This design comes from an exercise in tuning for small area on the open sky130 flow, not from production work.
In this exercise RTL edits were held to simulation tests only and were not proved equivalent to the original.

// RandomNumberGenerator
module RandomNumberGenerator(clk, rst, load, key_x, seed_r, seed_g, seed_b, Rout, Gout, Bout, Key_ready);
    input wire clk;
    input wire rst;
    input wire load;                  
    input wire [15:0] key_x;          
    input wire [15:0] seed_r;         
    input wire [15:0] seed_g;
    input wire [15:0] seed_b;
    output reg [7:0] Rout;
    output reg [7:0] Gout;
    output reg [7:0] Bout;
    output reg Key_ready;
    reg [15:0] Rlfsr;
    reg [15:0] Glfsr;
    reg [15:0] Blfsr;
    reg [1:0] g;
    reg h;
    reg [15:0] x;         
    reg [6:0] zc;         
    wire ph0 = ~g[1] & ~g[0];
    wire ph1 = ~g[1] &  g[0];
    wire ph2 =  g[1] &  g[0];
    wire ph3 =  g[1] & ~g[0];
    reg [15:0] acc;       
    wire [14:0] w = x[14:0] ^ {15{x[15]}};
    wire [3:0] d = ({4{ph0}} & w[3:0]) | ({4{ph1}} & w[7:4]) |
                   ({4{ph2}} & w[11:8]) | ({4{ph3}} & {1'b0, w[14:12]});
    wire [15:0] ain = ph0 ? ({w, 1'b1} & {16{x[15]}}) : acc;
    wire t0 = ~ain[0] | ~(w[0] & d[0]);
  ...
Size: about 600 cells after synthesis, roughly 92 I/O pins, roughly 6500 µm² of cells after synthesis.
Settings: LEC_CHECK=0, CAP_MARGIN=20, CORE_MARGIN=2, CORE_UTILIZATION=40, SLEW_MARGIN=20; clock period 10.0 ns.
standard.sh (not shown) runs the stock make flow with config.mk's settings and CLKGATE_MAP_FILE= SYNTH_SCRIPT=/design/flow/synth_recipe.tcl, a recipe that flattens the netlist after the stock synthesis.
==> flow/flow/run.sh <==
#!/bin/bash
# Standard layout (standard.sh, unchanged synthesis) with two settings changed:
# the port buffers are the smallest buffer, buf_1, instead of
# clkdlybuf4s50_1, and the clock tree uses clkbuf_4 without dummy loads.
set -euo pipefail
export BUFFER_PORTS_ARGS="-buffer_cell sky130_fd_sc_hd__buf_1"
export CTS_ARGS="-sink_clustering_enable -repair_clock_nets -dont_use_dummy_load -buf_list sky130_fd_sc_hd__clkbuf_4 -root_buf sky130_fd_sc_hd__clkbuf_4"
bash standard.sh > standard.log 2>&1
Change:
--- a/flow/design.v
+++ b/flow/design.v
@@ -5,35 +5,31 @@
     input wire [15:0] key_x;          
     input wire [15:0] seed_r;         
     input wire [15:0] seed_g;
     input wire [15:0] seed_b;
     output reg [7:0] Rout;
     output reg [7:0] Gout;
     output reg [7:0] Bout;
     output reg Key_ready;
     reg [15:0] Rlfsr;
     reg [15:0] Glfsr;
     reg [15:0] Blfsr;
-    reg [1:0] g;
-    reg h;
+    reg [2:0] bit_count;
     reg [15:0] x;         
     reg [6:0] zc;         
-    wire ph0 = ~g[1] & ~g[0];
-    wire ph1 = ~g[1] &  g[0];
-    wire ph2 =  g[1] &  g[0];
-    wire ph3 =  g[1] & ~g[0];
     reg [15:0] acc;       
     wire [14:0] w = x[14:0] ^ {15{x[15]}};
-    wire [3:0] d = ({4{ph0}} & w[3:0]) | ({4{ph1}} & w[7:4]) |
-                   ({4{ph2}} & w[11:8]) | ({4{ph3}} & {1'b0, w[14:12]});
-    wire [15:0] ain = ph0 ? ({w, 1'b1} & {16{x[15]}}) : acc;
+    wire [1:0] ph = bit_count[1:0];
+    wire [3:0] d = (ph == 2'd0) ? w[3:0] : (ph == 2'd1) ? w[7:4] :
+                   (ph == 2'd2) ? w[11:8] : {1'b0, w[14:12]};
+    wire [15:0] ain = (ph == 2'd0) ? ({w, 1'b1} & {16{x[15]}}) : acc;
     wire t0 = ~ain[0] | ~(w[0] & d[0]);
     wire [1:0] t1 = {1'b0, ~ain[1]} + {1'b0, ~(w[1] & d[0])} + {1'b0, ~(w[0] & d[1])};
     wire t2 = t0 | t1[0];
     wire [1:0] t3 = {1'b0, ~ain[2]} + {1'b0, ~(w[2] & d[0])} + {1'b0, ~(w[1] & d[1])};
     wire [1:0] t4 = {1'b0, ~(w[0] & d[2])} + {1'b0, t1[1]} + {1'b0, t3[0]};
     wire t5 = t2 | t4[0];
     wire t6 = ~(t2 ^ t4[0]);
     wire [1:0] t7 = {1'b0, ~ain[3]} + {1'b0, ~(w[3] & d[0])} + {1'b0, ~(w[2] & d[1])};
     wire [1:0] t8 = {1'b0, ~(w[1] & d[2])} + {1'b0, ~(w[0] & d[3])} + {1'b0, t3[1]};
     wire [1:0] t9 = {1'b0, t7[0]} + {1'b0, t4[1]} + {1'b0, t8[0]};
     wire t10 = t5 | t9[0];
@@ -152,60 +148,57 @@
             7'd111: zbit = 1'b1;
             7'd112: zbit = 1'b1;
             7'd113: zbit = 1'b1;
             7'd115: zbit = 1'b1;
             7'd119: zbit = 1'b1;
             7'd126: zbit = 1'b1;
             7'd127: zbit = 1'b1;
             default: zbit = 1'b0;
         endcase
     end
     wire [15:0] x_new = {T[17], ~T[16:2]};
-    wire c = ph3 ? T[17] : zbit;
+    wire phase3 = (bit_count[1:0] == 2'd3);
+    wire c = phase3 ? T[17] : zbit;
     always @(posedge clk)
         acc <= T[19:4];
     wire Rfb = Rlfsr[15] ^ Rlfsr[13] ^ Rlfsr[12] ^ Rlfsr[10];
     wire Gfb = Glfsr[15] ^ Glfsr[13] ^ Glfsr[12] ^ Glfsr[10];
     wire Bfb = Blfsr[15] ^ Blfsr[13] ^ Blfsr[12] ^ Blfsr[10];
     always @(posedge clk or posedge rst) begin
         if (rst) begin
             Rlfsr <= 16'h0001;
             Glfsr <= 16'h0002;
             Blfsr <= 16'h0003;
             x <= 16'h7EF0;
             zc <= 7'd48;
             Rout <= 8'b0;
             Gout <= 8'b0;
             Bout <= 8'b0;
             Key_ready <= 1'b0;
-            g <= 2'b00;
-            h <= 1'b0;
+            bit_count <= 3'd0;
         end else if (load) begin
             Rlfsr <= seed_r;
             Glfsr <= seed_g;
             Blfsr <= seed_b;
             x <= key_x;
             zc <= 7'd48;
             Rout <= 8'b0;
             Gout <= 8'b0;
             Bout <= 8'b0;
             Key_ready <= 1'b0;
-            g <= 2'b00;
-            h <= 1'b0;
+            bit_count <= 3'd0;
         end else begin
             Rlfsr <= {Rlfsr[14:0], Rfb};
             Glfsr <= {Glfsr[14:0], Gfb};
             Blfsr <= {Blfsr[14:0], Bfb};
             Rout <= {Rout[6:0], Rlfsr[15] ^ c};
             Gout <= {Gout[6:0], Glfsr[15] ^ c};
             Bout <= {Bout[6:0], Blfsr[15] ^ c};
-            Key_ready <= h & ph3;
-            g <= {g[0], ~g[1]};
-            if (ph3)
-                h <= ~h;
-            if (ph0)
+            Key_ready <= (bit_count == 3'd7);
+            bit_count <= bit_count + 3'd1;
+            if (bit_count[1:0] == 2'd0)
                 zc <= (zc == 7'd127) ? 7'd49 : zc + 7'd1;
-            if (ph3)
+            if (phase3)
                 x <= x_new;
         end
     end
 endmodule
Effect: Clock skew drops by 0.0053 ns. Worst hold slack is worse by 0.0097 ns. Worst setup slack is better by 0.0077 ns. Register-to-register slack hardly moves. Die area stays flat.

==> port drivers added, routing unchanged <==
The flow's constraints put no driver on any port. The routed layouts listed below were extracted and timed again, unchanged, in two steps. Step 1: set_driving_cell puts a clkbuf_16 on clk and a buf_2 on each other input, an assumption about the parent block. Step 2 adds t to the input delays and takes it off the output delays; t is the mean of the earliest and latest rising clock arrival at the registers after step 1. Input paths then give back, and output paths get back, about the clock's delay inside the block. Three values: ideal, step 1, step 2; two values: the first two.
| run | t, ns | setup WS [ns] | worst hold slack (ns) | clock arrival spread, ns | slew at the worst register clock pin (ns) |
|---|---|---|---|---|---|
| the first run | 0.535 | 0.533 / 0.533 / 0.533 | 0.469 / 0.469 / 0.469 | 0.054 / 0.054 | 0.12 / 0.12 |
| the second run | 0.536 | 0.541 / 0.541 / 0.541 | 0.460 / 0.460 / 0.460 | 0.040 / 0.040 | 0.11 / 0.11 |
After both steps setup and hold are still met in every run listed.
